From an optimization exercise on the open Yosys and OpenROAD flow, aimed at small area, a short achievable clock period and few clock cycles; shortcuts taken in it are not production practice.
Where RTL was checked, it was by simulation tests only, not by an equivalence proof against the original.
Function not checked in run 1: the RTL went through the layout flow alone.
Power figures rest on the tool's default switching activity, not on a simulated workload.

### flow/design.v
`timescale 1ns / 1ps
module np_read_req_gen(
    input         clk,
    input         rst,
    input         transferstart,
    input         rd_dma_start_one,
    input  [63:0] dmaras,
    input  [31:0] dmarad,
    input  [31:0] dmarxs,
    input         rd_TX_des_start_one,
    input  [63:0] TX_des_addr,
    input  [2:0]  read_req_size,
    input  [15:0] req_id,
    input  [31:0] completion_pending,
    output        ready,
    output        non_posted_fifo_wren,
    output [63:0] non_posted_fifo_data,
    output [4:0]  tx_waddr,
    output [31:0] tx_wdata,
    output        tx_we
    );
function [11:0] add11(input [10:0] x, input [10:0] y, input cin);
    reg [10:0] g, p, G, P;
    integer l, i, j;
    begin
        g = x & y;
        p = x ^ y;
        G = g;
        P = p;
        G[0] = g[0] | (p[0] & cin);
        for (l = 0; l < 4; l = l + 1)
            for (i = 0; i < 11; i = i + 1)
                if (i & (1 << l)) begin
                    j = ((i >> l) << l) - 1;
                    G[i] = G[i] | (P[i] & G[j]);
                    P[i] = P[i] & P[j];
                end
        add11 = {G[10], p ^ {G[9:0], cin}};
    end
endfunction
function [51:0] pand52(input [51:0] x);
    reg [51:0] s;
    integer l, i, j;
    begin
        s = x;
        for (l = 0; l < 6; l = l + 1)
            for (i = 0; i < 52; i = i + 1)
                if (i & (1 << l)) begin
                    j = ((i >> l) << l) - 1;
                    s[i] = s[i] & s[j];
                end
        pand52 = s;
    end
endfunction
function le11(input [10:0] x, input [10:0] y);
    reg [11:0] r;
    begin
        r = add11(y, ~x, 1'b1);    
        le11 = r[11];
    end
endfunction
reg        rdy, s_calc, s_w1, s_w2;
reg        des;           
reg        last;          
reg        ok;            
reg        fmt;           
reg [63:2] a;             
reg [27:2] d;             
reg [31:2] n;             
reg [12:2] fkb;           
reg [12:2] LA;            
reg [12:2] LB;            
reg [5:0]  rsh;           
reg [4:0]  T;             
reg [4:0]  T1;            
reg        wren;
reg        w2f, w2n;      
wire start_dma = rdy & rd_dma_start_one;
wire start_des = rdy & rd_TX_des_start_one;
wire start = start_dma | start_des;
wire fire1 = s_w1 & ok;   
wire [12:2] R = {rsh, 5'd0};
wire [10:0] m_lo = {rsh, 5'd0} - 11'd1;
wire [10:0] m_hi = ~(m_lo | {rsh, 5'd0});
wire n_hz = ~|n[31:13];
wire nR = n_hz & ~|(n[12:2] & m_hi) & (~|(n[12:2] & R) | ~|(n[12:2] & m_lo));
wire FR = ~|(fkb & m_hi) & (~|(fkb & R) | ~|(fkb & m_lo));
wire nF = n_hz & le11(n[12:2], fkb);
wire lst = nR & nF;
wire [12:2] Lnx = lst ? n[12:2] : (FR ? fkb : R);
wire s_calc_d = ~rst & start_dma;
wire s_w1_d = ~rst & (start_des | (transferstart & (s_calc | (s_w1 & ~ok) | (s_w2 & ~last))));
wire s_w2_d = ~rst & fire1;
wire rdy_d = rst | (rdy & ~rd_dma_start_one & ~rd_TX_des_start_one)
           | (~transferstart & (s_calc | (s_w1 & ~ok))) | (s_w2 & (last | ~transferstart));
wire [12:2] L_d = (start_des | des) ? 11'd8 : Lnx;
wire [4:0] T_d = s_w2 ? T1 : T;
wire ok_d = ~completion_pending[T_d];
wire fire1_d = s_w1_d & ok_d;
wire [11:0] lo_sum = add11({1'b0, a[11:2]}, {1'b0, LB[11:2]}, 1'b0);
wire inc = lo_sum[10] | LB[12];    
wire [51:0] hi_all = pand52(a[63:12]);
wire [63:12] hi_sum = a[63:12] ^ ({hi_all[50:0], 1'b1} & {52{inc}});
wire c32 = inc & hi_all[19];
wire [63:0] ld_addr = rd_dma_start_one ? dmaras : TX_des_addr;
wire ld_fmt = |ld_addr[63:32];
wire fmt_d = start ? ld_fmt : c32 ? ~hi_all[51] : fmt;
wire [11:0] d_lo = add11(d[12:2], LB, 1'b0);
wire [14:0] d_hiall = pand52({37'd0, d[27:13]});
wire [27:13] d_hi = d[27:13] ^ ({d_hiall[13:0], 1'b1} & {15{d_lo[11]}});
wire [11:0] n_lo = add11(n[12:2], ~LA, 1'b1);            
wire [18:0] n_hiz = pand52({33'd0, ~n[31:13]});
wire [31:13] n_hi = n[31:13] ^ ({n_hiz[17:0], 1'b1} & {19{~n_lo[11]}});
wire [11:0] f_lo = add11(fkb, ~LA, 1'b1);
wire [11:0] f0 = add11(11'd0, {1'b0, ~dmaras[11:2]}, 1'b1);  
always @(posedge clk) begin
    rdy <= rdy_d;
    s_calc <= s_calc_d;
    s_w1 <= s_w1_d;
    s_w2 <= s_w2_d;
    wren <= s_w2_d | fire1_d;
    w2f <= fire1 & fmt;
    w2n <= fire1 & ~fmt;
    T <= T_d;
    T1 <= T_d + 5'd1;
    ok <= ok_d;
    LA <= fire1_d ? L_d : 11'd0;
    LB <= LA;
    last <= lst | start_des | des | (s_w1 & ~transferstart);
    fmt <= fmt_d;
    des <= start_des | (des & ~start_dma);
    rsh <= 6'd1 << read_req_size;
    a <= start ? ld_addr[63:2] : {hi_sum, lo_sum[9:0]};
    d <= start_dma ? dmarad[27:2] : {d_hi, d_lo[10:0]};
    n <= start_dma ? dmarxs[31:2] : {n_hi, n_lo[10:0]};
    fkb <= start_dma ? f0[10:0] : (fkb == LA) ? 11'd1024 : f_lo[10:0];
end
assign ready = rdy;
assign non_posted_fifo_wren = wren;
assign non_posted_fifo_data[63]    = (w2f & a[63]) | (w2n & a[31]);
assign non_posted_fifo_data[62]    = (w2f & a[62]) | (w2n & a[30]);
assign non_posted_fifo_data[61]    = (w2f & a[61]) | (w2n & a[29]) | (s_w1 & fmt);
assign non_posted_fifo_data[60:42] = ({19{w2f}} & a[60:42]) | ({19{w2n}} & a[28:10]);
assign non_posted_fifo_data[41:34] = ({8{w2f}} & a[41:34]) | ({8{w2n}} & a[9:2]) | ({8{s_w1}} & LA[11:4]);
assign non_posted_fifo_data[33:32] = ({2{w2f}} & a[33:32]) | ({2{s_w1}} & LA[3:2]);
assign non_posted_fifo_data[31:16] = ({16{w2f}} & a[31:16]) | ({16{s_w1}} & req_id);
assign non_posted_fifo_data[15:13] = {3{w2f}} & a[15:13];
assign non_posted_fifo_data[12:8]  = ({5{w2f}} & a[12:8]) | ({5{s_w1}} & T);
assign non_posted_fifo_data[7:2]   = ({6{w2f}} & a[7:2]) | {6{s_w1}};
assign non_posted_fifo_data[1:0]   = {2{s_w1}};
assign tx_we = s_w2;
assign tx_waddr = T;
assign tx_wdata = {des, 9'b0, d[27:6]};
endmodule
### flow/config.mk
export PLATFORM = sky130hd
export DESIGN_NAME = np_read_req_gen
export DESIGN_NICKNAME = np_read_req_gen
export VERILOG_FILES = /design/flow/design.v
export SDC_FILE = /design/flow/constraint.sdc
export NUM_CORES = 4
export LEC_CHECK = 0
export CAP_MARGIN = 20
export CORE_MARGIN = 2
export CORE_UTILIZATION = 40
export PLACE_DENSITY = 0.6
export SETUP_SLACK_MARGIN = 1.5
export SLEW_MARGIN = 20
### flow/constraint.sdc
create_clock -name core_clock -period 4.5 [get_ports {clk}]
set_input_delay 0.9000 -clock core_clock [delete_from_list [all_inputs] [get_ports {clk}]]
set_output_delay 0.9000 -clock core_clock [all_outputs]
set_load 0.01 [all_outputs]
### flow/flow/run.sh
#!/bin/bash
# Standard layout, with small drive-2 buffers on the ports instead of the default delay buffers.
set -euo pipefail
export BUFFER_PORTS_ARGS="-buffer_cell sky130_fd_sc_hd__buf_2"
bash standard.sh > standard_flow.log 2>&1
### flow/standard.sh
#!/bin/bash
# synth_recipe.tcl (not shown) runs the flow's synth.tcl, then flattens the netlist and writes it again
# the make line also repeats each setting of config.mk as NAME=value (left out here)
make -C /OpenROAD-flow-scripts/flow DESIGN_CONFIG=/design/flow/config.mk WORK_HOME=/design/flow/orfs CLKGATE_MAP_FILE= SYNTH_SCRIPT=/design/flow/synth_recipe.tcl "${@:-finish}"
==> impl_metrics.xml, run 1 <==
<?xml version="1.0" encoding="UTF-8"?>
<metrics>
  <group name="synth">
    <metric name="synth_seq_cells" unit="">178</metric>
    <metric name="main_combinational_cell_family_by_area_after_synthesis" unit="">compound AO/OA/AOI/OAI gates</metric>
    <metric name="post_synth.cell_area_avg" unit="um^2">8.49</metric>
    <metric name="adder_and_majority_gate_portion_of_the_synthesized_area" unit="">0.0952</metric>
    <metric name="synth_warnings" unit="">1</metric>
    <metric name="netlist_area" unit="um^2">11600</metric>
    <metric name="synth_edf_count" unit="">1</metric>
    <metric name="syn-instance-count" unit="">1372</metric>
    <metric name="mux_share_of_post_synthesis_cell_area" unit="">0.0467</metric>
    <metric name="predominant_post_synthesis_flop_cell" unit="">sky130_fd_sc_hd__dfxtp_1</metric>
    <metric name="synth_compound_gate_area_share" unit="">0.219</metric>
    <metric name="synth.distinct_cells" unit="">71</metric>
    <metric name="synth_seq_area_share" unit="">0.307</metric>
    <metric name="async_reset_ff_frac" unit="">0</metric>
    <metric name="synth_simple_gate_area_share" unit="">0.194</metric>
    <metric name="synth-xor-area-share" unit="">0.0684</metric>
  </group>
  <group name="grt">
    <metric name="antenna_found_initial" unit="">2</metric>
    <metric name="vias_in_the_first_global_route" unit="">10800</metric>
    <metric name="grt_max_degree" unit="">106</metric>
    <metric name="grt_first_pass_wirelength" unit="um">58400</metric>
    <metric name="grt_usage" unit="">0.244</metric>
    <metric name="globalRoute.totalOverflow" unit="">0</metric>
  </group>
  <group name="sta">
    <metric name="grt_setup_unrepaired" unit="">no</metric>
    <metric name="finalSetupViolCount" unit="">0</metric>
    <metric name="timing.setup.tns" unit="ns">0</metric>
    <metric name="layout_setup_ws" unit="ns">1.58</metric>
    <metric name="max_slew.worst_pin.slew" unit="ns">1.06</metric>
    <metric name="fmax" unit="MHz">342</metric>
    <metric name="report.final.slew_viol_count" unit="">0</metric>
    <metric name="worst_hold_slack" unit="ns">0.384</metric>
    <metric name="clock_skew" unit="ns">0.0168</metric>
    <metric name="hold_violations" unit="">0</metric>
    <metric name="timing.final.crit_share" unit="">0.649</metric>
    <metric name="worst_slew_slack_as_a_fraction_of_its_limit" unit="">0.287</metric>
    <metric name="layout_min_cycle_time" unit="ns">2.92</metric>
  </group>
  <group name="setup_path">
    <metric name="beginning_of_the_critical_path" unit="">w2f$_DFF_P_</metric>
    <metric name="critical_path.startpoint_type" unit="">flip-flop</metric>
    <metric name="setup.worst_path.class" unit="">flip-flop to primary output</metric>
    <metric name="timing.critical_path.required" unit="ns">3.60</metric>
    <metric name="worst_r2r_startpoint" unit="">n[2]$_DFF_P_</metric>
    <metric name="reg2regPathDepth" unit="">12</metric>
    <metric name="worst_ep_arrival" unit="ns">2.02</metric>
    <metric name="critical_path.max_fanout" unit="">39</metric>
    <metric name="worst_setup_path_end_kind" unit="">primary output</metric>
  </group>
  <group name="power_and_ir_drop">
    <metric name="vdd.ir_drop.worst" unit="uV">199</metric>
    <metric name="total_power" unit="mW">6.79</metric>
    <metric name="power_density" unit="nW/um^2">482</metric>
    <metric name="total_leakage_power" unit="nW">6.43</metric>
  </group>
  <group name="hold_path">
    <metric name="holdCritPathClass" unit="">flip-flop to flip-flop</metric>
    <metric name="timing.hold.worst.start" unit="">LA[5]$_SDFF_PN0_</metric>
    <metric name="min_path_cells" unit="">0</metric>
  </group>
  <group name="cells_and_area">
    <metric name="post_route_cells_drive_above_1_share" unit="">0.257</metric>
    <metric name="final_nets" unit="">1970</metric>
    <metric name="seqCellArea" unit="um^2">3580</metric>
    <metric name="area_delta_synth_final" unit="%">21.0</metric>
    <metric name="n_fill_cell" unit="">2899</metric>
    <metric name="multi_input_comb_area" unit="um^2">7350</metric>
    <metric name="finish.cell_count_without_fillers" unit="">2042</metric>
  </group>
  <group name="floorplanning">
    <metric name="fp-row-count" unit="">62</metric>
    <metric name="initial_utilization" unit="">0.406</metric>
    <metric name="fp.coreArea" unit="um^2">28700</metric>
    <metric name="floorplan.die.width" unit="um">175</metric>
    <metric name="die_area" unit="um^2">30500</metric>
    <metric name="boundaryPins" unit="">352</metric>
    <metric name="die_y" unit="um">175</metric>
  </group>
  <group name="placed_design">
    <metric name="dp_worst_setup_slack" unit="ns">1.16</metric>
    <metric name="hpwl" unit="um">29500</metric>
    <metric name="placed_cells" unit="">2002</metric>
    <metric name="port_buffers" unit="">330</metric>
    <metric name="routabilityCongestion" unit="">0.908</metric>
  </group>
  <group name="route">
    <metric name="drt_iter0_drc" unit="">720</metric>
    <metric name="detail_route.wirelength" unit="um">38200</metric>
    <metric name="first_pass_iters" unit="">6</metric>
    <metric name="detail_route.drc_violations" unit="">0</metric>
    <metric name="wl_per_cell" unit="um">18.7</metric>
    <metric name="vias" unit="">11000</metric>
    <metric name="drt-vias-per-instance" unit="">5.41</metric>
    <metric name="detail-route-antenna-nets" unit="">0</metric>
  </group>
  <group name="clock_tree">
    <metric name="clock_tree.root_cell" unit="">sky130_fd_sc_hd__clkbuf_16</metric>
    <metric name="clkTransAtPathRegs" unit="ns">0.07</metric>
    <metric name="cts-root-to-sink-buffers" unit="">2</metric>
    <metric name="clock_sink_count" unit="">178</metric>
    <metric name="insertion_delay" unit="ns">0.43</metric>
    <metric name="cts.hold.buffers_added" unit="">0</metric>
    <metric name="cts_tree" unit="">done</metric>
    <metric name="htree_num_levels" unit="">4</metric>
    <metric name="cts_buffers" unit="">17</metric>
  </group>
  <group name="status">
    <metric name="status" unit="">no timing/DRC/antenna violations</metric>
  </group>
  <group name="flow_run">
    <metric name="drv.max_cap_violation_count" unit="">0</metric>
  </group>
</metrics>
[critical path, cell delays in order (launching register included)]
cell	delay, ns
sky130_fd_sc_hd__dfxtp_2	0.84
sky130_fd_sc_hd__buf_4	0.39
sky130_fd_sc_hd__a22o_1	0.22
sky130_fd_sc_hd__buf_2	0.15
[worst paths after layout]
path / endpoint / slack, ns
worst max-delay path: non_posted_fifo_data[55] / 1.58
worst min-delay path: LB[5]$_DFF_P_ / 0.38
worst max register to register: n[26]$_DFF_P_ / 1.67
worst min register to register: LB[5]$_DFF_P_ / 0.38
[cells in the mapped netlist (4+ instances only)]
master / instances / share of area
sky130_fd_sc_hd__a2111o_1: 5 / 0.0048
sky130_fd_sc_hd__a2111oi_0: 5 / 0.0038
sky130_fd_sc_hd__a211oi_1: 40 / 0.026
sky130_fd_sc_hd__a211oi_2: 6 / 0.0064
sky130_fd_sc_hd__a21o_1: 16 / 0.010
sky130_fd_sc_hd__a21oi_1: 72 / 0.031
sky130_fd_sc_hd__a222oi_1: 11 / 0.0095
sky130_fd_sc_hd__a22o_1: 50 / 0.038
sky130_fd_sc_hd__a22oi_1: 22 / 0.014
sky130_fd_sc_hd__a31oi_1: 18 / 0.0097
sky130_fd_sc_hd__and2_1: 14 / 0.0075
sky130_fd_sc_hd__and3_1: 13 / 0.0070
sky130_fd_sc_hd__and4_1: 4 / 0.0030
sky130_fd_sc_hd__buf_4: 34 / 0.022
sky130_fd_sc_hd__clkbuf_1: 67 / 0.022
sky130_fd_sc_hd__dfxtp_1: 177 / 0.30
sky130_fd_sc_hd__fa_1: 16 / 0.028
sky130_fd_sc_hd__ha_1: 63 / 0.068
sky130_fd_sc_hd__inv_1: 74 / 0.024
sky130_fd_sc_hd__mux2_2: 9 / 0.0087
sky130_fd_sc_hd__mux2i_1: 42 / 0.036
sky130_fd_sc_hd__nand2_1: 100 / 0.032
sky130_fd_sc_hd__nand2b_1: 35 / 0.019
sky130_fd_sc_hd__nand3_1: 43 / 0.018
sky130_fd_sc_hd__nand4_1: 29 / 0.016
sky130_fd_sc_hd__nor2_1: 77 / 0.025
sky130_fd_sc_hd__nor2b_1: 42 / 0.023
sky130_fd_sc_hd__nor3_1: 21 / 0.0090
sky130_fd_sc_hd__nor3b_1: 5 / 0.0032
sky130_fd_sc_hd__nor4_1: 8 / 0.0043
sky130_fd_sc_hd__o21ai_0: 51 / 0.022
sky130_fd_sc_hd__o21ai_1: 9 / 0.0039
sky130_fd_sc_hd__o21bai_1: 4 / 0.0026
sky130_fd_sc_hd__o221ai_1: 6 / 0.0045
sky130_fd_sc_hd__o22ai_1: 7 / 0.0038
sky130_fd_sc_hd__o31a_1: 5 / 0.0038
sky130_fd_sc_hd__o31ai_1: 6 / 0.0039
sky130_fd_sc_hd__o32ai_1: 5 / 0.0038
sky130_fd_sc_hd__or2_2: 6 / 0.0032
sky130_fd_sc_hd__or3_1: 15 / 0.0081
sky130_fd_sc_hd__xnor2_1: 31 / 0.023
sky130_fd_sc_hd__xor2_1: 60 / 0.045
[power breakdown]
part	internal (mW)	switching, mW	total [mW]
Sequential	1.97	0.606	2.58
Combinational	1.27	1.45	2.73
Clock	0.820	0.662	1.48
[layout make-up]
class | instances | share of cell area
diodes | 2 | 0.000355
well taps | 384 | 0.0341
multi-input cells | 1023 | 0.522
flip-flops and latches | 178 | 0.254
clock inverters | 13 | 0.00968
clock buffers | 19 | 0.0307
inverters | 74 | 0.0197
repair buffers | 349 | 0.130
[cell families after synthesis]
logic type / count (synthesis)
other: 1
AO/OA/AOI/OAI: 362
flip-flops: 178
buffers and inverters: 179
multiplexers: 52
AND/OR/NAND/NOR: 430
XOR/XNOR: 91
adder cells (fa/ha/maj): 79
[registers in the layout, indices dropped and copies added (netlist names), 5 cells and up]
register / cells
d: 26
fkb: 11
T: 5
LA: 11
LB: 11
a: 62
n: 30
T1: 5
rsh: 6
[placed cells by master (no fill, tap or decap), types with 13 or more instances in the layout]
cell type                   Yosys  routed
sky130_fd_sc_hd__buf_2          0     329
sky130_fd_sc_hd__dfxtp_1      177     170
sky130_fd_sc_hd__nand2_1      100      99
sky130_fd_sc_hd__nor2_1        77      77
sky130_fd_sc_hd__inv_1         74      74
sky130_fd_sc_hd__a21oi_1       72      72
sky130_fd_sc_hd__ha_1          63      63
sky130_fd_sc_hd__xor2_1        60      60
sky130_fd_sc_hd__o21ai_0       51      51
sky130_fd_sc_hd__a22o_1        50      50
sky130_fd_sc_hd__nand3_1       43      42
sky130_fd_sc_hd__nor2b_1       42      42
sky130_fd_sc_hd__mux2i_1       42      42
sky130_fd_sc_hd__a211oi_1      40      40
sky130_fd_sc_hd__nand2b_1      35      35
sky130_fd_sc_hd__xnor2_1       31      31
sky130_fd_sc_hd__nand4_1       29      29
sky130_fd_sc_hd__a22oi_1       22      22
sky130_fd_sc_hd__nor3_1        21      19
sky130_fd_sc_hd__a31oi_1       18      18
sky130_fd_sc_hd__clkbuf_16      0      17
sky130_fd_sc_hd__buf_4         34      17
sky130_fd_sc_hd__a21o_1        16      16
sky130_fd_sc_hd__or3_1         15      15
sky130_fd_sc_hd__fa_1          16      15
sky130_fd_sc_hd__and2_1        14      13
sky130_fd_sc_hd__and3_1        13      13
[repair_timing]
| action | CTS | global route |
|---|---|---|
| pin swaps | 1 | 3 |
| setup endpoints to repair | 13 | 28 |
| setup buffers | 0 | 6 |
| cloned | 0 | 0 |
| gates resized for setup | 2 | 12 |
[layer usage]
metal | track usage | up-vias | share of wire
met5 | 0 | - | 0
met4 | 0.0771 | 0 | 0.025
met3 | 0.0411 | 42 | 0.054
met2 | 0.434 | 346 | 0.50
met1 | 0.301 | 5179 | 0.42
li1 | - | 5475 | -
[per-stage QoR]
stage,instance area [um^2],util
finish,14100,0.491
global route,14100,0.491
CTS,14000,0.487
detailed placement,13400,0.467
global placement,13400,0.467
floorplan,11700,-
==> inputs of run 2 (changes only) <==
--- a/flow/design.v
+++ b/flow/design.v
@@ -81,6 +81,6 @@
 wire fire1 = s_w1 & ok;   
 wire [12:2] R = {rsh, 5'd0};
-wire [10:0] m_lo = {rsh, 5'd0} - 11'd1;
-wire [10:0] m_hi = ~(m_lo | {rsh, 5'd0});
+wire [10:0] m_lo = {|rsh[5:5], |rsh[5:4], |rsh[5:3], |rsh[5:2], |rsh[5:1], 5'b11111};
+wire [10:0] m_hi = {|rsh[4:0], |rsh[3:0], |rsh[2:0], |rsh[1:0], rsh[0], 6'b0};
 wire n_hz = ~|n[31:13];
 wire nR = n_hz & ~|(n[12:2] & m_hi) & (~|(n[12:2] & R) | ~|(n[12:2] & m_lo));
@@ -95,5 +95,5 @@
            | (~transferstart & (s_calc | (s_w1 & ~ok))) | (s_w2 & (last | ~transferstart));
 wire [12:2] L_d = (start_des | des) ? 11'd8 : Lnx;
-wire [4:0] T_d = s_w2 ? T1 : T;
+wire [4:0] T_d = rst ? 5'd0 : s_w2 ? T1 : T;
 wire ok_d = ~completion_pending[T_d];
 wire fire1_d = s_w1_d & ok_d;
@@ -105,5 +105,5 @@
 wire [63:0] ld_addr = rd_dma_start_one ? dmaras : TX_des_addr;
 wire ld_fmt = |ld_addr[63:32];
-wire fmt_d = start ? ld_fmt : c32 ? ~hi_all[51] : fmt;
+wire fmt_d = start ? ld_fmt : (fmt & ~(c32 & hi_all[51])) | (c32 & ~hi_all[51]);
 wire [11:0] d_lo = add11(d[12:2], LB, 1'b0);
 wire [14:0] d_hiall = pand52({37'd0, d[27:13]});
==> run 2 against run 1 <==
  * Critical path type is now flip-flop to flip-flop
  * Global-route usage increased by 0.87 points
  * Non-clock buffer count rose by 6
  * Power is 15% lower
  * Critical endpoint is now fkb[11]$_DFF_P_
  * Sequential share of layout area hardly changed
==> impl_metrics.xml, run 2 <==
<?xml version="1.0" encoding="UTF-8"?>
<metrics>
  <group name="cells_and_area">
    <metric name="post_route_cells_drive_above_1_share" unit="">0.259</metric>
    <metric name="stdcell_area" unit="um^2">14100</metric>
    <metric name="largest_registers" unit="">a: 62 flops, n: 30 flops, d: 26 flops</metric>
    <metric name="area_delta_synth_final" unit="%">21.3</metric>
    <metric name="core_occupancy_in_the_finished_layout" unit="">0.492</metric>
    <metric name="largest_reg_flops" unit="">62</metric>
    <metric name="seqCellArea" unit="um^2">3580</metric>
    <metric name="max_flop_register" unit="">a</metric>
    <metric name="diodes" unit="">0</metric>
    <metric name="n_fill_cell" unit="">2841</metric>
    <metric name="final_nets" unit="">1966</metric>
    <metric name="final_common_cell" unit="">sky130_fd_sc_hd__buf_2</metric>
    <metric name="multi_input_comb_area" unit="um^2">7320</metric>
    <metric name="final_cell_mix" unit="">sky130_fd_sc_hd__buf_2, sky130_fd_sc_hd__dfxtp_1, sky130_fd_sc_hd__nand2_1</metric>
  </group>
  <group name="clock_tree">
    <metric name="cts_buffers" unit="">17</metric>
    <metric name="clock_sink_count" unit="">178</metric>
    <metric name="clock_tree.root_cell" unit="">sky130_fd_sc_hd__clkbuf_16</metric>
    <metric name="cts-root-to-sink-buffers" unit="">2</metric>
    <metric name="clkTransAtPathRegs" unit="ns">0.08</metric>
    <metric name="insertion_delay" unit="ns">0.43</metric>
    <metric name="cts_tree" unit="">done</metric>
    <metric name="htree_num_levels" unit="">4</metric>
    <metric name="cts.hold.buffers_added" unit="">0</metric>
  </group>
  <group name="power_and_ir_drop">
    <metric name="power_density" unit="nW/um^2">410</metric>
    <metric name="vdd.ir_drop.worst" unit="uV">246</metric>
    <metric name="total_leakage_power" unit="nW">6.21</metric>
  </group>
  <group name="setup_path">
    <metric name="worst_r2r_startpoint" unit="">fkb[2]$_DFF_P_</metric>
    <metric name="crit_slowest_cell" unit="">sky130_fd_sc_hd__fa_1</metric>
    <metric name="timing.critical_path.slowest_cell_delay" unit="ns">0.39</metric>
    <metric name="timing.critical_path.required" unit="ns">4.76</metric>
    <metric name="setup.worst_path.class" unit="">flip-flop to flip-flop</metric>
    <metric name="worst_ep_arrival" unit="ns">3.11</metric>
    <metric name="rrSetupSlack" unit="ns">1.66</metric>
    <metric name="worst_setup_path_end_kind" unit="">flip-flop</metric>
    <metric name="r2r-end" unit="">fkb[11]$_DFF_P_</metric>
    <metric name="worstPathCellList" unit="">inv_1 -&gt; ha_1 -&gt; inv_1 -&gt; fa_1 -&gt; a21o_1 -&gt; a21o_1 -&gt; a21o_1 -&gt; o31a_1 -&gt; a21o_1 -&gt; fa_1 -&gt; xnor2_1 -&gt; o22ai_1</metric>
    <metric name="crit_path_frequent_cell" unit="">sky130_fd_sc_hd__a21o_1</metric>
    <metric name="critical_path.startpoint_type" unit="">flip-flop</metric>
    <metric name="reg2regPathDepth" unit="">12</metric>
    <metric name="critical_path.max_fanout" unit="">3</metric>
  </group>
  <group name="flow_run">
    <metric name="drv.max_cap_violation_count" unit="">0</metric>
  </group>
  <group name="floorplanning">
    <metric name="die_y" unit="um">174</metric>
    <metric name="boundaryPins" unit="">352</metric>
    <metric name="fp.coreArea" unit="um^2">28600</metric>
    <metric name="die_area" unit="um^2">30400</metric>
    <metric name="fp-row-count" unit="">62</metric>
    <metric name="floorplan.die.width" unit="um">174</metric>
    <metric name="initial_utilization" unit="">0.405</metric>
  </group>
  <group name="route">
    <metric name="detail_route.drc_violations" unit="">0</metric>
    <metric name="drt-vias-per-instance" unit="">5.53</metric>
    <metric name="wl_per_cell" unit="um">19.3</metric>
    <metric name="detail-route-antenna-nets" unit="">0</metric>
    <metric name="drt_iter0_drc" unit="">640</metric>
    <metric name="first_pass_iters" unit="">6</metric>
    <metric name="vias" unit="">11300</metric>
    <metric name="detail_route.wirelength" unit="um">39500</metric>
  </group>
  <group name="sta">
    <metric name="layout_min_cycle_time" unit="ns">2.84</metric>
    <metric name="max_slew.worst_pin.slew" unit="ns">1.04</metric>
    <metric name="grt_setup_unrepaired" unit="">yes</metric>
    <metric name="worst_slew_slack_as_a_fraction_of_its_limit" unit="">0.296</metric>
    <metric name="hold_violations" unit="">0</metric>
    <metric name="layout_setup_ws" unit="ns">1.66</metric>
    <metric name="timing.final.crit_share" unit="">0.632</metric>
    <metric name="finalSetupViolCount" unit="">0</metric>
    <metric name="timing.setup.tns" unit="ns">0</metric>
    <metric name="report.final.slew_viol_count" unit="">0</metric>
    <metric name="fmax" unit="MHz">352</metric>
    <metric name="clock_skew" unit="ns">0.0155</metric>
  </group>
  <group name="hold_path">
    <metric name="min_path_cells" unit="">0</metric>
    <metric name="hold-path-endpoint" unit="">LB[8]$_DFF_P_</metric>
    <metric name="holdCritPathClass" unit="">flip-flop to flip-flop</metric>
    <metric name="timing.hold.worst.start" unit="">LA[8]$_SDFF_PP0_</metric>
  </group>
  <group name="synth">
    <metric name="yosys.area.top_type" unit="">sky130_fd_sc_hd__dfxtp_1</metric>
    <metric name="async_reset_ff_frac" unit="">0</metric>
    <metric name="predominant_post_synthesis_flop_cell" unit="">sky130_fd_sc_hd__dfxtp_1</metric>
    <metric name="synthTopCellsByCount" unit="">sky130_fd_sc_hd__dfxtp_1, sky130_fd_sc_hd__nand2_1, sky130_fd_sc_hd__a21oi_1</metric>
    <metric name="synth.distinct_cells" unit="">80</metric>
    <metric name="synth_seq_area_share" unit="">0.308</metric>
    <metric name="synth.top_cell.area_share" unit="">0.305</metric>
    <metric name="netlist_top_cells_area" unit="">sky130_fd_sc_hd__dfxtp_1, sky130_fd_sc_hd__ha_1, sky130_fd_sc_hd__a21oi_1, sky130_fd_sc_hd__xnor2_1, sky130_fd_sc_hd__a211oi_1</metric>
    <metric name="synthMostInstantiatedCell" unit="">sky130_fd_sc_hd__dfxtp_1</metric>
    <metric name="synth_warnings" unit="">1</metric>
    <metric name="synth_edf_count" unit="">1</metric>
    <metric name="syn-instance-count" unit="">1373</metric>
    <metric name="synth_seq_cells" unit="">178</metric>
    <metric name="netlist_area" unit="um^2">11600</metric>
    <metric name="post_synth.cell_area_avg" unit="um^2">8.45</metric>
  </group>
  <group name="grt">
    <metric name="grt_usage" unit="">0.253</metric>
    <metric name="grt_max_degree" unit="">51</metric>
    <metric name="globalRoute.totalOverflow" unit="">0</metric>
    <metric name="grt_first_pass_wirelength" unit="um">60300</metric>
    <metric name="vias_in_the_first_global_route" unit="">10600</metric>
    <metric name="antenna_found_initial" unit="">0</metric>
  </group>
  <group name="placed_design">
    <metric name="routabilityCongestion" unit="">0.924</metric>
    <metric name="dp_worst_setup_slack" unit="ns">1.09</metric>
    <metric name="port_buffers" unit="">330</metric>
    <metric name="hpwl" unit="um">31000</metric>
    <metric name="detailed_place.area" unit="um^2">13400</metric>
  </group>
  <group name="status">
    <metric name="status" unit="">no timing/DRC/antenna violations</metric>
  </group>
</metrics>
[run 2: cell types whose count changed in the layout (fill, tap and decap cells not counted), moves of 13 or more]
cell                       delta
sky130_fd_sc_hd__a211oi_1    +17
sky130_fd_sc_hd__a21oi_1     +28
sky130_fd_sc_hd__a22oi_1     -15
sky130_fd_sc_hd__inv_1       -18
sky130_fd_sc_hd__mux2i_1     -17
sky130_fd_sc_hd__nand2b_1    -30
sky130_fd_sc_hd__nor2b_1     +13
sky130_fd_sc_hd__nor4_1      +16
sky130_fd_sc_hd__o21ai_0     -36
sky130_fd_sc_hd__o21ai_1     +35
sky130_fd_sc_hd__xnor2_1     +25
sky130_fd_sc_hd__xor2_1      -17
[run 2: where the power goes]
| part | internal [mW] | leakage, nW | switching (mW) | total, mW |
|---|---|---|---|---|
| clock | 0.843 | 0.294 | 0.698 | 1.54 |
| combinational | 0.894 | 4.42 | 1.03 | 1.92 |
| sequential | 1.88 | 1.49 | 0.424 | 2.30 |
| total | 3.61 | 6.21 | 2.15 | 5.77 |
[run 2: cells by family after synthesis]
logic type      Yosys count  synth area share
simple gates            426             0.193
compound gates          387             0.231
flops                   178             0.308
buf+inv                 170            0.0670
xor+xnor                 99            0.0747
fa+ha+maj                73            0.0891
mux                      39            0.0373
other cells               1          0.000323
[run 2: worst max path at each step]
stage,endpoint,depth (start not counted),start
5_1_grt,fkb[11]$_DFF_P_,12,fkb[2]$_DFF_P_
2_1_floorplan,LA[10]$_SDFF_PP0_,8,rst
3_5_place_dp,LA[12]$_SDFF_PP0_,7,rst
4_1_cts,non_posted_fifo_data[41],3,w2n$_DFF_P_
6_report,fkb[11]$_DFF_P_,12,fkb[2]$_DFF_P_
3_3_place_gp,LA[12]$_SDFF_PP0_,7,rst
[run 2: through the flow]
stage	instances	hold slack, ns	total power, mW
after detailed placement	1999	0.388	4.21
final	2041	0.404	5.77
after floorplan	1381	0.350	3.59
after global routing	2041	0.412	6.12
after global placement	1999	0.380	4.17
after CTS	2035	0.401	5.77
[run 2: worst max-delay path, delay by kind of cell (launching register included)]
kind | cells | cell delay, ns
AO/OA/AOI/OAI | 6 | 1.15
XOR/XNOR | 1 | 0.15
adder cells (fa/ha/maj) | 3 | 0.91
buffers and inverters | 2 | 0.13
flip-flops | 1 | 0.34
[run 2: cell type report]
| type | count | area share |
|---|---|---|
| multi-input combinational | 1033 | 0.520 |
| clock inverter | 13 | 0.0116 |
| clock buffer | 18 | 0.0305 |
| sequential | 178 | 0.255 |
| inverter | 60 | 0.0162 |
| tap | 384 | 0.0341 |
| timing repair buffer | 355 | 0.133 |
[run 2: timing repair]
item / in CTS / in global routing
pin swaps: 1 / 3
gates resized for setup: 4 / 7
setup buffers: 5 / 6
setup endpoints to repair: 14 / 19
[run 2: routing by layer]
layer / track usage / share of wire / up-vias
li1: - / - / 5524
met2: 0.443 / 0.49 / 391
met4: 0.0830 / 0.027 / 0
met3: 0.0330 / 0.056 / 53
met5: 0 / 0 / -
met1: 0.321 / 0.43 / 5325
Testbench counts of run 2, summed over its fixed seeds: cycles 52,910.
==> inputs of run 3 (changes only) <==
--- a/flow/config.mk
+++ b/flow/config.mk
@@ -10,4 +10,5 @@
 export CORE_UTILIZATION = 40
 export PLACE_DENSITY = 0.6
-export SETUP_SLACK_MARGIN = 1.5
+export SETUP_SLACK_MARGIN = 2.0
 export SLEW_MARGIN = 20
+export TNS_END_PERCENT = 10
==> run 3 against run 2 <==
  * Cell count up 1.8%
  * Non-clock buffer count increased by 35
  * Critical path depth up 1
  * Hold slack got worse by 0.0070 ns
  * Global-route usage is 0.72 points higher
  * Sequential power hardly changed
  * Cell area up 3.6%
  * Combinational power increased by 8%
==> impl_metrics.xml, run 3 <==
<?xml version="1.0" encoding="UTF-8"?>
<metrics>
  <group name="route">
    <metric name="drt-vias-per-instance" unit="">5.53</metric>
    <metric name="first_pass_iters" unit="">7</metric>
    <metric name="vias" unit="">11500</metric>
    <metric name="detail_route.drc_violations" unit="">0</metric>
    <metric name="wl_per_cell" unit="um">19.9</metric>
    <metric name="detail-route-antenna-nets" unit="">0</metric>
    <metric name="drt_iter0_drc" unit="">790</metric>
    <metric name="detail_route.wirelength" unit="um">41300</metric>
  </group>
  <group name="setup_path">
    <metric name="timing.critical_path.required" unit="ns">4.82</metric>
    <metric name="setup.worst_path.class" unit="">flip-flop to flip-flop</metric>
    <metric name="worst_ep_arrival" unit="ns">3.06</metric>
    <metric name="worst_setup_path_end_kind" unit="">flip-flop</metric>
    <metric name="critical_path.startpoint_type" unit="">flip-flop</metric>
    <metric name="critical_path.max_fanout" unit="">3</metric>
  </group>
  <group name="clock_tree">
    <metric name="insertion_delay" unit="ns">0.44</metric>
    <metric name="cts-root-to-sink-buffers" unit="">2</metric>
    <metric name="cts_tree" unit="">done</metric>
    <metric name="clock_tree.root_cell" unit="">sky130_fd_sc_hd__clkbuf_16</metric>
    <metric name="clock_sink_count" unit="">178</metric>
    <metric name="cts_buffers" unit="">17</metric>
    <metric name="clkTransAtPathRegs" unit="ns">0.07</metric>
    <metric name="htree_num_levels" unit="">4</metric>
  </group>
  <group name="grt">
    <metric name="antenna_found_initial" unit="">3</metric>
    <metric name="globalRoute.totalOverflow" unit="">0</metric>
    <metric name="grt_first_pass_wirelength" unit="um">61700</metric>
    <metric name="vias_in_the_first_global_route" unit="">11000</metric>
    <metric name="grt_max_degree" unit="">94</metric>
    <metric name="grt_usage" unit="">0.260</metric>
  </group>
  <group name="synth">
    <metric name="synth_seq_area_share" unit="">0.308</metric>
    <metric name="synthMostInstantiatedCell" unit="">sky130_fd_sc_hd__dfxtp_1</metric>
    <metric name="post_synth.cell_area_avg" unit="um^2">8.45</metric>
    <metric name="predominant_post_synthesis_flop_cell" unit="">sky130_fd_sc_hd__dfxtp_1</metric>
    <metric name="syn-instance-count" unit="">1373</metric>
    <metric name="synthTopCellsByCount" unit="">sky130_fd_sc_hd__dfxtp_1, sky130_fd_sc_hd__nand2_1, sky130_fd_sc_hd__a21oi_1</metric>
    <metric name="async_reset_ff_frac" unit="">0</metric>
    <metric name="synth.top_cell.area_share" unit="">0.305</metric>
    <metric name="synth_edf_count" unit="">1</metric>
    <metric name="synth_warnings" unit="">1</metric>
    <metric name="netlist_area" unit="um^2">11600</metric>
    <metric name="synth.distinct_cells" unit="">80</metric>
    <metric name="netlist_top_cells_area" unit="">sky130_fd_sc_hd__dfxtp_1, sky130_fd_sc_hd__ha_1, sky130_fd_sc_hd__a21oi_1, sky130_fd_sc_hd__xnor2_1, sky130_fd_sc_hd__a211oi_1</metric>
    <metric name="yosys.area.top_type" unit="">sky130_fd_sc_hd__dfxtp_1</metric>
    <metric name="synth_seq_cells" unit="">178</metric>
  </group>
  <group name="status">
    <metric name="status" unit="">no timing/DRC/antenna violations</metric>
  </group>
  <group name="sta">
    <metric name="report.final.slew_viol_count" unit="">0</metric>
    <metric name="layout_min_cycle_time" unit="ns">2.74</metric>
    <metric name="finalSetupViolCount" unit="">0</metric>
    <metric name="timing.setup.tns" unit="ns">0</metric>
    <metric name="timing.final.crit_share" unit="">0.609</metric>
    <metric name="grt_setup_unrepaired" unit="">yes</metric>
    <metric name="max_slew.worst_pin.slew" unit="ns">1.02</metric>
    <metric name="hold_violations" unit="">0</metric>
    <metric name="clock_skew" unit="ns">0.0179</metric>
    <metric name="fmax" unit="MHz">365</metric>
    <metric name="worst_slew_slack_as_a_fraction_of_its_limit" unit="">0.314</metric>
  </group>
  <group name="placed_design">
    <metric name="hpwl" unit="um">31200</metric>
    <metric name="port_buffers" unit="">330</metric>
    <metric name="routabilityCongestion" unit="">0.918</metric>
  </group>
  <group name="power_and_ir_drop">
    <metric name="power_density" unit="nW/um^2">402</metric>
    <metric name="total_leakage_power" unit="nW">6.42</metric>
    <metric name="vdd.ir_drop.worst" unit="uV">277</metric>
  </group>
  <group name="floorplanning">
    <metric name="fp-row-count" unit="">62</metric>
    <metric name="floorplan.die.width" unit="um">174</metric>
    <metric name="fp.coreArea" unit="um^2">28600</metric>
    <metric name="boundaryPins" unit="">352</metric>
    <metric name="die_y" unit="um">174</metric>
    <metric name="initial_utilization" unit="">0.405</metric>
    <metric name="die_area" unit="um^2">30400</metric>
  </group>
  <group name="cells_and_area">
    <metric name="final_common_cell" unit="">sky130_fd_sc_hd__buf_2</metric>
    <metric name="largest_registers" unit="">a: 62 flops, n: 30 flops, d: 26 flops</metric>
    <metric name="area_delta_synth_final" unit="%">25.7</metric>
    <metric name="post_route_cells_drive_above_1_share" unit="">0.297</metric>
    <metric name="n_fill_cell" unit="">2849</metric>
    <metric name="core_occupancy_in_the_finished_layout" unit="">0.509</metric>
    <metric name="final_cell_mix" unit="">sky130_fd_sc_hd__buf_2, sky130_fd_sc_hd__dfxtp_1, sky130_fd_sc_hd__nand2_1</metric>
    <metric name="final_nets" unit="">2001</metric>
    <metric name="max_flop_register" unit="">a</metric>
    <metric name="largest_reg_flops" unit="">62</metric>
  </group>
  <group name="hold_path">
    <metric name="holdCritPathClass" unit="">flip-flop to flip-flop</metric>
  </group>
  <group name="flow_run">
    <metric name="drv.max_cap_violation_count" unit="">0</metric>
  </group>
</metrics>
==> run 3: critical path, stage by stage (launching register included) <==
cell	delay, ns
sky130_fd_sc_hd__dfxtp_2	0.34
sky130_fd_sc_hd__ha_4	0.16
sky130_fd_sc_hd__fa_2	0.38
sky130_fd_sc_hd__a21o_1	0.16
sky130_fd_sc_hd__a21o_1	0.21
sky130_fd_sc_hd__a21oi_2	0.16
sky130_fd_sc_hd__o21a_1	0.19
sky130_fd_sc_hd__nor2b_1	0.07
sky130_fd_sc_hd__o21ai_1	0.18
sky130_fd_sc_hd__nand2b_1	0.12
sky130_fd_sc_hd__fa_2	0.37
sky130_fd_sc_hd__xor2_1	0.17
sky130_fd_sc_hd__nand2_1	0.06
sky130_fd_sc_hd__o21ai_1	0.05
==> run 3: kinds of logic (layout without fill, tap and decap cells) <==
group,Yosys count,after routing,synth area share
AOI/OAI and AO/OA,387,387,0.231
xor gates and xnor gates,99,99,0.0747
adders and majority gates,73,73,0.0891
buffers and inverters,170,481,0.0670
DFF,178,178,0.308
muxes,39,39,0.0373
other,1,11,0.000323
and+or+nand+nor,426,426,0.193
==> run 3: area by class of cell <==
| class | instances | area, um^2 | share of cell area |
|---|---|---|---|
| Clock buffer | 19 | 453 | 0.0311 |
| Tap cell | 384 | 480 | 0.0330 |
| Sequential cell | 178 | 3610 | 0.247 |
| Timing Repair Buffer | 390 | 2220 | 0.152 |
| Multi-Input combinational cell | 1033 | 7450 | 0.511 |
| Clock inverter | 12 | 123 | 0.00841 |
| Antenna cell | 2 | 5.00 | 0.000343 |
| Inverter | 60 | 243 | 0.0166 |
==> run 3: through the flow <==
step | hold WS [ns] | total power [mW] | std cells | area (um^2) | setup WS (ns)
5_1_grt | 0.413 | 6.21 | 2078 | 14600 | 1.69
3_5_place_dp | 0.399 | 4.24 | 2000 | 13400 | 1.29
2_1_floorplan | 0.350 | 3.60 | 1381 | 11700 | 1.95
6_report | 0.397 | 5.87 | 2078 | 14600 | 1.76
3_3_place_gp | 0.397 | 4.18 | 2000 | 13400 | 1.33
4_1_cts | 0.397 | 5.81 | 2058 | 14300 | 1.85
==> run 3: timing repair <==
item	CTS	global route
endpoints found under the setup margin	155	120
pin swaps	19	22
hold buffers	0	0
buffers inserted	26	16
cloned	1	2
resized for setup	29	34
==> run 3: power breakdown <==
group	internal [mW]	leakage (nW)	switching [mW]
clock network	0.803	0.279	0.697
logic	0.969	4.65	1.10
registers	1.88	1.49	0.413
total	3.65	6.42	2.21
==> run 3: final timing paths <==
| kind | start | endpoint | slack, ns | cells after the start |
|---|---|---|---|---|
| worst max register to register | a[2]$_DFF_P_ | a[11]$_DFF_P_ | 1.76 | 13 |
| worst max-delay path | a[2]$_DFF_P_ | a[11]$_DFF_P_ | 1.76 | 13 |
| worst min register to register | LA[9]$_SDFF_PP0_ | LB[9]$_DFF_P_ | 0.40 | 0 |
| worst min-delay path | LA[9]$_SDFF_PP0_ | LB[9]$_DFF_P_ | 0.40 | 0 |
==> run 3: routing by layer <==
| metal | vias to the layer above | global-route usage | wire (um) |
|---|---|---|---|
| met5 | - | 0 | 14 |
| met4 | 2 | 0.0980 | 1390 |
| met3 | 76 | 0.0400 | 2420 |
| met2 | 390 | 0.456 | 20000 |
| met1 | 5434 | 0.321 | 17400 |
| li1 | 5585 | - | - |
==> inputs of run 4 (changes only) <==
==> flow/flow/run.sh (replaced) <==
#!/bin/bash
# Standard layout, with small drive-1 buffers on the ports instead of the default delay buffers.
set -euo pipefail
export BUFFER_PORTS_ARGS="-buffer_cell sky130_fd_sc_hd__buf_1"
bash standard.sh > standard_flow.log 2>&1
--- a/flow/config.mk
+++ b/flow/config.mk
@@ -8,7 +8,6 @@
 export CAP_MARGIN = 20
 export CORE_MARGIN = 2
-export CORE_UTILIZATION = 40
-export PLACE_DENSITY = 0.6
-export SETUP_SLACK_MARGIN = 2.0
+export CORE_UTILIZATION = 55
+export PLACE_DENSITY = 0.7
+export SETUP_SLACK_MARGIN = 1.5
 export SLEW_MARGIN = 20
-export TNS_END_PERCENT = 10
==> run 4 against run 3 <==
  * Cell area fell by 6.9%
  * Combinational power fell by about 10%
  * Global-route usage increased by 4.7 points
  * Power is 0.62% lower
  * First-iteration DRC count up 12%
  * Clock skew is 0.0079 ns lower
==> impl_metrics.xml, run 4 <==
<?xml version="1.0" encoding="UTF-8"?>
<metrics>
  <group name="status">
    <metric name="status" unit="">no timing/DRC/antenna violations</metric>
  </group>
  <group name="synth">
    <metric name="predominant_post_synthesis_flop_cell" unit="">sky130_fd_sc_hd__dfxtp_1</metric>
    <metric name="synth.distinct_cells" unit="">80</metric>
    <metric name="synth_warnings" unit="">1</metric>
    <metric name="syn-instance-count" unit="">1373</metric>
    <metric name="synth.top_cell.area_share" unit="">0.305</metric>
    <metric name="synth_seq_area_share" unit="">0.308</metric>
    <metric name="synth_seq_cells" unit="">178</metric>
    <metric name="synthMostInstantiatedCell" unit="">sky130_fd_sc_hd__dfxtp_1</metric>
    <metric name="async_reset_ff_frac" unit="">0</metric>
    <metric name="netlist_area" unit="um^2">11600</metric>
    <metric name="post_synth.cell_area_avg" unit="um^2">8.45</metric>
    <metric name="synth_edf_count" unit="">1</metric>
    <metric name="synthTopCellsByCount" unit="">sky130_fd_sc_hd__dfxtp_1, sky130_fd_sc_hd__nand2_1, sky130_fd_sc_hd__a21oi_1</metric>
    <metric name="yosys.area.top_type" unit="">sky130_fd_sc_hd__dfxtp_1</metric>
    <metric name="netlist_top_cells_area" unit="">sky130_fd_sc_hd__dfxtp_1, sky130_fd_sc_hd__ha_1, sky130_fd_sc_hd__a21oi_1, sky130_fd_sc_hd__xnor2_1, sky130_fd_sc_hd__a211oi_1</metric>
  </group>
  <group name="route">
    <metric name="drt-vias-per-instance" unit="">5.82</metric>
    <metric name="first_pass_iters" unit="">5</metric>
    <metric name="detail-route-antenna-nets" unit="">0</metric>
    <metric name="detail_route.drc_violations" unit="">0</metric>
    <metric name="wl_per_cell" unit="um">18.5</metric>
    <metric name="vias" unit="">11300</metric>
    <metric name="drt_iter0_drc" unit="">881</metric>
    <metric name="detail_route.wirelength" unit="um">35700</metric>
  </group>
  <group name="sta">
    <metric name="fmax" unit="MHz">346</metric>
    <metric name="report.final.slew_viol_count" unit="">0</metric>
    <metric name="worst_slew_slack_as_a_fraction_of_its_limit" unit="">0.370</metric>
    <metric name="timing.final.crit_share" unit="">0.642</metric>
    <metric name="clock_skew" unit="ns">0.0100</metric>
    <metric name="max_slew.worst_pin.slew" unit="ns">0.933</metric>
    <metric name="finalSetupViolCount" unit="">0</metric>
    <metric name="layout_min_cycle_time" unit="ns">2.89</metric>
    <metric name="grt_setup_unrepaired" unit="">no</metric>
    <metric name="timing.setup.tns" unit="ns">0</metric>
    <metric name="hold_violations" unit="">0</metric>
  </group>
  <group name="cells_and_area">
    <metric name="n_fill_cell" unit="">1914</metric>
    <metric name="final_common_cell" unit="">sky130_fd_sc_hd__buf_1</metric>
    <metric name="seqCellArea" unit="um^2">3580</metric>
    <metric name="final_cell_mix" unit="">sky130_fd_sc_hd__buf_1, sky130_fd_sc_hd__dfxtp_1, sky130_fd_sc_hd__nand2_1</metric>
    <metric name="max_flop_register" unit="">a</metric>
    <metric name="finish.cell_count_without_fillers" unit="">1934</metric>
    <metric name="largest_reg_flops" unit="">62</metric>
    <metric name="area_delta_synth_final" unit="%">17.0</metric>
    <metric name="largest_registers" unit="">a: 62 flops, n: 30 flops, d: 26 flops</metric>
    <metric name="post_route_cells_drive_above_1_share" unit="">0.0604</metric>
    <metric name="multi_input_comb_area" unit="um^2">7340</metric>
    <metric name="stdcell_area" unit="um^2">13600</metric>
    <metric name="core_occupancy_in_the_finished_layout" unit="">0.650</metric>
    <metric name="final_nets" unit="">1963</metric>
  </group>
  <group name="grt">
    <metric name="grt_usage" unit="">0.307</metric>
    <metric name="globalRoute.totalOverflow" unit="">0</metric>
    <metric name="grt_first_pass_wirelength" unit="um">53400</metric>
    <metric name="grt_max_degree" unit="">86</metric>
    <metric name="antenna_found_initial" unit="">4</metric>
    <metric name="vias_in_the_first_global_route" unit="">10200</metric>
  </group>
  <group name="power_and_ir_drop">
    <metric name="power_density" unit="nW/um^2">429</metric>
    <metric name="total_leakage_power" unit="nW">5.20</metric>
    <metric name="vdd.ir_drop.worst" unit="uV">309</metric>
    <metric name="total_power" unit="mW">5.83</metric>
  </group>
  <group name="floorplanning">
    <metric name="fp-row-count" unit="">53</metric>
    <metric name="fp.coreArea" unit="um^2">20900</metric>
    <metric name="die_area" unit="um^2">22300</metric>
    <metric name="die_y" unit="um">149</metric>
    <metric name="initial_utilization" unit="">0.555</metric>
    <metric name="boundaryPins" unit="">352</metric>
    <metric name="floorplan.die.width" unit="um">149</metric>
  </group>
  <group name="placed_design">
    <metric name="detailed_place.area" unit="um^2">12800</metric>
    <metric name="placed_cells" unit="">1887</metric>
    <metric name="hpwl" unit="um">27400</metric>
    <metric name="port_buffers" unit="">330</metric>
    <metric name="routabilityCongestion" unit="">0.934</metric>
  </group>
  <group name="clock_tree">
    <metric name="insertion_delay" unit="ns">0.43</metric>
    <metric name="clkTransAtPathRegs" unit="ns">0.07</metric>
    <metric name="cts_tree" unit="">done</metric>
    <metric name="htree_num_levels" unit="">4</metric>
    <metric name="clock_tree.root_cell" unit="">sky130_fd_sc_hd__clkbuf_16</metric>
    <metric name="cts-root-to-sink-buffers" unit="">2</metric>
    <metric name="cts_buffers" unit="">17</metric>
    <metric name="clock_sink_count" unit="">178</metric>
    <metric name="cts.hold.buffers_added" unit="">0</metric>
  </group>
  <group name="setup_path">
    <metric name="worst_setup_path_end_kind" unit="">flip-flop</metric>
    <metric name="critical_path.max_fanout" unit="">29</metric>
    <metric name="timing.critical_path.required" unit="ns">4.69</metric>
    <metric name="rrSetupSlack" unit="ns">1.61</metric>
    <metric name="setup.worst_path.class" unit="">flip-flop to flip-flop</metric>
    <metric name="critical_path.startpoint_type" unit="">flip-flop</metric>
    <metric name="worst_ep_arrival" unit="ns">3.08</metric>
  </group>
  <group name="hold_path">
    <metric name="holdCritPathClass" unit="">flip-flop to flip-flop</metric>
  </group>
  <group name="flow_run">
    <metric name="drv.max_cap_violation_count" unit="">0</metric>
  </group>
</metrics>
[run 4: cell count changes in the layout (fill, tap and decap cells not counted), sizes merged]
cell      change
inv           -2
bufbuf        -1
bufinv        +4
clkinvlp      -1
clkbuf        -2
buf          -37
diode         +2
nor2          +1
clkinv        +1
[run 4: report_power, final]
| group | total, mW | switching [mW] | leakage [nW] | internal (mW) |
|---|---|---|---|---|
| Combinational | 1.86 | 1.01 | 3.40 | 0.844 |
| Clock | 1.67 | 0.676 | 0.316 | 0.996 |
| Sequential | 2.30 | 0.426 | 1.49 | 1.88 |
| Total | 5.83 | 2.11 | 5.20 | 3.72 |
[run 4: logic make-up (layout without fill, tap and decap cells)]
family | after synthesis | in the layout | synth area share
mux | 39 | 39 | 0.0373
xor+xnor | 99 | 99 | 0.0747
other cells | 1 | 13 | 0.000323
flops | 178 | 178 | 0.308
fa+ha+maj | 73 | 73 | 0.0891
compound gates | 387 | 387 | 0.231
simple gates | 426 | 427 | 0.193
buf+inv | 170 | 443 | 0.0670
[run 4: worst paths after layout]
| path | from | endpoint | cells past startpoint |
|---|---|---|---|
| max reg2reg | a[2]$_DFF_P_ | flip-flop | 11 |
| min reg2reg | LA[2]$_SDFF_PP0_ | LB[2]$_DFF_P_ | 0 |
| min | LA[2]$_SDFF_PP0_ | LB[2]$_DFF_P_ | 0 |
| max | a[2]$_DFF_P_ | flip-flop | 11 |
[run 4: metrics by stage]
stage / hold WS (ns) / worst slack [ns]
2_1_floorplan: 0.350 / 1.83
3_3_place_gp: 0.406 / 0.972
3_5_place_dp: 0.402 / 0.863
4_1_cts: 0.414 / 1.53
5_1_grt: 0.420 / 1.50
6_report: 0.412 / 1.61
[run 4: timing repair]
action / CTS / global route
gates resized for setup: 8 / 9
setup endpoints to repair: 25 / 49
cloned: 0 / 1
setup buffers: 3 / 7
pin swaps: 1 / 6
[run 4: worst max-delay path: stages, from the launching register on]
cell and delay (ns):
sky130_fd_sc_hd__dfxtp_1 0.33, sky130_fd_sc_hd__ha_1 0.22, sky130_fd_sc_hd__fa_1 0.40, sky130_fd_sc_hd__a21o_1 0.19, sky130_fd_sc_hd__a21o_1 0.21, sky130_fd_sc_hd__a21oi_2 0.17
sky130_fd_sc_hd__o31a_1 0.16, sky130_fd_sc_hd__buf_4 0.29, sky130_fd_sc_hd__inv_4 0.20, sky130_fd_sc_hd__nand4_1 0.20, sky130_fd_sc_hd__a41oi_1 0.06, sky130_fd_sc_hd__a21o_1 0.20
[run 4: area by class of cell]
| cell class | count | area share |
|---|---|---|
| Antenna cell | 4 | 0.000737 |
| Clock buffer | 18 | 0.0316 |
| Clock inverter | 14 | 0.0165 |
| Inverter | 60 | 0.0170 |
| Multi-Input combinational cell | 1034 | 0.541 |
| Sequential cell | 178 | 0.264 |
| Tap cell | 275 | 0.0253 |
| Timing Repair Buffer | 351 | 0.104 |
[run 4: per-layer routing]
metal  wire length [um]  global-route usage  vias to the layer above  share of wire
li1                   -                   -                     5517              -
met1              14500               0.381                     5220           0.40
met2              17100               0.515                      453           0.48
met3               3080              0.0804                       67          0.086
met4               1040               0.114                        0          0.029
met5                  0                   0                        -              0
==> inputs of run 5 (changes only) <==
--- a/flow/design.v
+++ b/flow/design.v
@@ -105,5 +105,5 @@
 wire [63:0] ld_addr = rd_dma_start_one ? dmaras : TX_des_addr;
 wire ld_fmt = |ld_addr[63:32];
-wire fmt_d = start ? ld_fmt : (fmt & ~(c32 & hi_all[51])) | (c32 & ~hi_all[51]);
+wire fmt_d = start ? ld_fmt : ((|a[63:32]) & ~(c32 & hi_all[51])) | (c32 & ~hi_all[51]);
 wire [11:0] d_lo = add11(d[12:2], LB, 1'b0);
 wire [14:0] d_hiall = pand52({37'd0, d[27:13]});
==> flow/flow/run.sh (replaced) <==
#!/bin/bash
# Layout flow: the standard flow (standard.sh) with two changes.
#  1. Synthesis runs the standard script (synth_recipe.tcl) except that ABC maps with
#     flow/abc_delay.script (delay-driven) and adders are not pre-mapped to ripple
#     full/half-adder cells (ADDER_MAP_FILE empty). The registers, their names and cell
#     types are the same as in the standard synthesis.
#  2. Ports get sky130_fd_sc_hd__buf_1 buffers instead of the default delay-buffer cell.
# Each tool's output goes to a log file in this folder (synth.log, standard_flow.log) and
# ORFS's own logs under orfs/logs.
set -euo pipefail
here=$(pwd)
sed 's|^source \$::env(SCRIPTS_DIR)/synth.tcl$|source '"$here"'/flow/synth_delay.tcl|' synth_recipe.tcl > synth_delay_top.tcl
grep -q 'flow/synth_delay.tcl' synth_delay_top.tcl
sed 's|SYNTH_SCRIPT=[^ ]*|SYNTH_SCRIPT='"$here"'/synth_delay_top.tcl|' standard.sh > standard_delay.sh
grep -q 'synth_delay_top.tcl' standard_delay.sh
MY_ABC_SCRIPT=$here/flow/abc_delay.script ADDER_MAP_FILE= bash standard_delay.sh synth > synth.log 2>&1
export BUFFER_PORTS_ARGS="-buffer_cell sky130_fd_sc_hd__buf_1"
bash standard.sh > standard_flow.log 2>&1
==> flow/flow/abc_delay.script (new file) <==
strash
dch
map -D 1500
buffer -p
upsize -D 1500
dnsize -D 1500
stime -p
==> flow/flow/synth_delay.tcl (new file) <==
# ORFS's synth.tcl, with its ABC call given flow/abc_delay.script (a delay-driven mapping)
# in place of the platform's default ABC script. Everything else is unchanged.
set f [open $::env(SCRIPTS_DIR)/synth.tcl]
set txt [read $f]
close $f
set old {log_cmd abc {*}$abc_args}
if {[string first $old $txt] < 0} { error "synth_delay.tcl: ABC call not found in synth.tcl" }
set txt [string map [list $old {log_cmd abc -script $::env(MY_ABC_SCRIPT) {*}[lrange $abc_args 2 end]}] $txt]
uplevel #0 $txt
==> run 5 against run 4 <==
  * Largest cell class unchanged
  * Non-clock buffer count decreased by 12
  * Fmax decreased by 0.16%
  * Sequential share of layout area increased by 1.9 points
  * Synthesized area decreased by 7.0%
  * Cell area decreased by 6.9%
  * Clock power decreased by 8%
  * Power decreased by 4.3%
  * Utilization increased by 0.37 points
  * Critical path type is now flip-flop to primary output
  * Die area decreased by 6.8%
==> impl_metrics.xml, run 5 <==
<?xml version="1.0" encoding="UTF-8"?>
<metrics>
  <group name="status">
    <metric name="status" unit="">no timing/DRC/antenna violations</metric>
  </group>
  <group name="synth">
    <metric name="adder_and_majority_gate_portion_of_the_synthesized_area" unit="">0</metric>
    <metric name="async_reset_ff_frac" unit="">0</metric>
    <metric name="post_synth.cell_area_avg" unit="um^2">6.66</metric>
    <metric name="netlist_area" unit="um^2">10800</metric>
    <metric name="synth-xor-area-share" unit="">0.0438</metric>
    <metric name="synth.top_cell.area_share" unit="">0.330</metric>
    <metric name="synth_seq_cells" unit="">178</metric>
    <metric name="synth_compound_gate_area_share" unit="">0.213</metric>
    <metric name="synth_simple_gate_area_share" unit="">0.271</metric>
    <metric name="netlist_top_cells_area" unit="">sky130_fd_sc_hd__dfxtp_1, sky130_fd_sc_hd__nand2_1, sky130_fd_sc_hd__nor2_1, sky130_fd_sc_hd__o21ai_0, sky130_fd_sc_hd__inv_1</metric>
    <metric name="main_combinational_cell_family_by_area_after_synthesis" unit="">simple AND/OR/NAND/NOR gates</metric>
    <metric name="synth_warnings" unit="">1</metric>
    <metric name="synth_seq_area_share" unit="">0.330</metric>
    <metric name="synthTopCellsByCount" unit="">sky130_fd_sc_hd__nand2_1, sky130_fd_sc_hd__nor2_1, sky130_fd_sc_hd__dfxtp_1</metric>
    <metric name="synth_edf_count" unit="">0</metric>
    <metric name="mux_share_of_post_synthesis_cell_area" unit="">0.0362</metric>
    <metric name="yosys.area.top_type" unit="">sky130_fd_sc_hd__dfxtp_1</metric>
    <metric name="synthMostInstantiatedCell" unit="">sky130_fd_sc_hd__nand2_1</metric>
    <metric name="synth.distinct_cells" unit="">56</metric>
    <metric name="predominant_post_synthesis_flop_cell" unit="">sky130_fd_sc_hd__dfxtp_1</metric>
    <metric name="syn-instance-count" unit="">1621</metric>
  </group>
  <group name="setup_path">
    <metric name="cell_family_with_most_cp_delay" unit="">buffers and inverters</metric>
    <metric name="crit_slowest_cell" unit="">sky130_fd_sc_hd__dfxtp_1</metric>
    <metric name="buffer_and_inverter_count_on_the_worst_path" unit="">2</metric>
    <metric name="worstPathCellList" unit="">inv_1 -&gt; o22ai_1 -&gt; buf_1</metric>
    <metric name="timing.critical_path.slowest_cell_delay" unit="ns">0.55</metric>
    <metric name="worst_ep_arrival" unit="ns">1.99</metric>
    <metric name="worst_setup_path_end_kind" unit="">primary output</metric>
    <metric name="timing.critical_path.required" unit="ns">3.60</metric>
    <metric name="critical_path.startpoint_type" unit="">flip-flop</metric>
    <metric name="critical_path.max_fanout" unit="">21</metric>
    <metric name="rrSetupSlack" unit="ns">1.73</metric>
    <metric name="setup.worst_path.class" unit="">flip-flop to primary output</metric>
  </group>
  <group name="floorplanning">
    <metric name="boundaryPins" unit="">352</metric>
    <metric name="die_y" unit="um">144</metric>
    <metric name="initial_utilization" unit="">0.558</metric>
    <metric name="fp.coreArea" unit="um^2">19300</metric>
    <metric name="fp-row-count" unit="">51</metric>
    <metric name="die_area" unit="um^2">20800</metric>
    <metric name="floorplan.die.width" unit="um">144</metric>
  </group>
  <group name="clock_tree">
    <metric name="cts.hold.buffers_added" unit="">0</metric>
    <metric name="htree_num_levels" unit="">4</metric>
    <metric name="clock_sink_count" unit="">178</metric>
    <metric name="cts_tree" unit="">done</metric>
    <metric name="cts_buffers" unit="">17</metric>
    <metric name="cts.repair_timing.setup_buffer_count" unit="">0</metric>
    <metric name="insertion_delay" unit="ns">0.44</metric>
    <metric name="clkTransAtPathRegs" unit="ns">0.08</metric>
    <metric name="cts-root-to-sink-buffers" unit="">2</metric>
    <metric name="clock_tree.root_cell" unit="">sky130_fd_sc_hd__clkbuf_16</metric>
  </group>
  <group name="sta">
    <metric name="timing.setup.tns" unit="ns">0</metric>
    <metric name="clock_skew" unit="ns">0.0162</metric>
    <metric name="hold_violations" unit="">0</metric>
    <metric name="layout_min_cycle_time" unit="ns">2.89</metric>
    <metric name="worst_slew_slack_as_a_fraction_of_its_limit" unit="">0.424</metric>
    <metric name="grt_setup_unrepaired" unit="">yes</metric>
    <metric name="finalSetupViolCount" unit="">0</metric>
    <metric name="worst_hold_slack" unit="ns">0.414</metric>
    <metric name="report.final.slew_viol_count" unit="">0</metric>
    <metric name="max_slew.worst_pin.slew" unit="ns">0.864</metric>
    <metric name="fmax" unit="MHz">346</metric>
    <metric name="timing.final.crit_share" unit="">0.643</metric>
  </group>
  <group name="cells_and_area">
    <metric name="final_cell_mix" unit="">sky130_fd_sc_hd__buf_1, sky130_fd_sc_hd__nand2_1, sky130_fd_sc_hd__nor2_1</metric>
    <metric name="largest_registers" unit="">a: 62 flops, n: 30 flops, d: 26 flops</metric>
    <metric name="multi_input_comb_area" unit="um^2">6140</metric>
    <metric name="final_common_cell" unit="">sky130_fd_sc_hd__buf_1</metric>
    <metric name="core_occupancy_in_the_finished_layout" unit="">0.654</metric>
    <metric name="max_flop_register" unit="">a</metric>
    <metric name="area_delta_synth_final" unit="%">17.1</metric>
    <metric name="final_nets" unit="">2146</metric>
    <metric name="n_fill_cell" unit="">1906</metric>
    <metric name="diodes" unit="">0</metric>
    <metric name="largest_reg_flops" unit="">62</metric>
    <metric name="seqCellArea" unit="um^2">3570</metric>
    <metric name="post_route_cells_drive_above_1_share" unit="">0.0450</metric>
  </group>
  <group name="route">
    <metric name="drt-vias-per-instance" unit="">5.59</metric>
    <metric name="detail-route-antenna-nets" unit="">0</metric>
    <metric name="first_pass_iters" unit="">7</metric>
    <metric name="detail_route.drc_violations" unit="">0</metric>
    <metric name="vias" unit="">12200</metric>
    <metric name="drt_iter0_drc" unit="">940</metric>
    <metric name="detail_route.wirelength" unit="um">37200</metric>
    <metric name="wl_per_cell" unit="um">17.1</metric>
  </group>
  <group name="hold_path">
    <metric name="holdCritPathClass" unit="">flip-flop to flip-flop</metric>
  </group>
  <group name="placed_design">
    <metric name="hpwl" unit="um">28700</metric>
    <metric name="routabilityCongestion" unit="">0.957</metric>
    <metric name="port_buffers" unit="">330</metric>
  </group>
  <group name="grt">
    <metric name="grt_usage" unit="">0.348</metric>
    <metric name="grt-busiest-layer" unit="">met2</metric>
    <metric name="antenna_found_initial" unit="">1</metric>
    <metric name="globalRoute.totalOverflow" unit="">0</metric>
    <metric name="use_met3" unit="">0.0755</metric>
    <metric name="grt_first_pass_wirelength" unit="um">55700</metric>
    <metric name="grtUsageMet2" unit="">0.593</metric>
    <metric name="grt_max_degree" unit="">85</metric>
    <metric name="vias_in_the_first_global_route" unit="">10900</metric>
    <metric name="gr-usage-met1" unit="">0.407</metric>
  </group>
  <group name="power_and_ir_drop">
    <metric name="vdd.ir_drop.worst" unit="uV">330</metric>
    <metric name="power_density" unit="nW/um^2">442</metric>
    <metric name="total_leakage_power" unit="nW">5.27</metric>
    <metric name="total_power" unit="mW">5.58</metric>
  </group>
  <group name="flow_run">
    <metric name="drv.max_cap_violation_count" unit="">0</metric>
  </group>
</metrics>
## run 5: final cells by class
class                           instances  area share
Inverter                              178      0.0542
Timing Repair inverter                  1    0.000396
Sequential cell                       178       0.282
Clock buffer                           18      0.0347
Tap cell                              265      0.0262
Clock inverter                         14      0.0129
Timing Repair Buffer                  339       0.104
Multi-Input combinational cell       1183       0.486
## run 5: power by group
| group | internal [mW] | switching [mW] | total [mW] |
|---|---|---|---|
| Sequential | 1.88 | 0.332 | 2.21 |
| Clock | 0.807 | 0.719 | 1.53 |
| Combinational | 0.660 | 1.19 | 1.85 |
## run 5: metrics by stage
step | cell area (um^2) | setup slack [ns] | instances
after floorplan | 10800 | 1.92 | 1629
after global placement | 12000 | 0.950 | 2143
after detailed placement | 12000 | 0.888 | 2143
after CTS | 12600 | 1.45 | 2175
after global routing | 12600 | 1.47 | 2176
final | 12600 | 1.61 | 2176
## run 5: worst register-to-register path: stages (launching register included)
cell                      delay (ns)
sky130_fd_sc_hd__dfxtp_1        0.39
sky130_fd_sc_hd__inv_1          0.13
sky130_fd_sc_hd__nor2_1         0.17
sky130_fd_sc_hd__nand4_1        0.22
sky130_fd_sc_hd__nor3_2         0.35
sky130_fd_sc_hd__nand4_1        0.31
sky130_fd_sc_hd__nor4_1         0.39
sky130_fd_sc_hd__inv_1          0.08
sky130_fd_sc_hd__nor2_1         0.24
sky130_fd_sc_hd__nand3_1        0.15
sky130_fd_sc_hd__nand3_1        0.11
sky130_fd_sc_hd__o21ai_0        0.09
## run 5: cell families (layout without fill, tap and decap cells)
family,Yosys count,in the layout
and+or+nand+nor,696,696
AOI/OAI and AO/OA,385,385
buffers and inverters,268,550
DFF,178,178
xor gates and xnor gates,54,54
muxes,39,39
other,1,9
## run 5: what timing repair did
action / 4_1_cts / 5_1_grt
resized for setup: 6 / 5
endpoints found under the hold margin: 0 / 0
gates cloned: 0 / 1
endpoints found under the setup margin: 63 / 20
## run 5: metal layers
metal | wire (um) | vias up
li1 | - | 5985
met3 | 3170 | 107
met5 | 12 | -
met1 | 14400 | 5513
met4 | 1860 | 2
met2 | 17800 | 548
## run 5: worst paths after layout
| kind | startpoint | to | cells after the start |
|---|---|---|---|
| worst max-delay path | w2n$_DFF_P_ | non_posted_fifo_data[63] | 3 |
| worst min-delay path | LA[2]$_SDFF_PP0_ | LB[2]$_DFF_P_ | 0 |
| worst max register to register | a[17]$_DFF_P_ | a[62]$_DFF_P_ | 11 |
| worst min register to register | LA[2]$_SDFF_PP0_ | LB[2]$_DFF_P_ | 0 |
Testbench counts of run 5, summed over its fixed seeds: cycles 52,910.

Check on run 5: ideal ports give 1.606 ns setup slack; a clkbuf_16 on the clock port and buf_2 on the inputs give 1.557 ns; moving port delays by the midpoint clock arrival (0.482 ns) as well gives 1.192 ns.
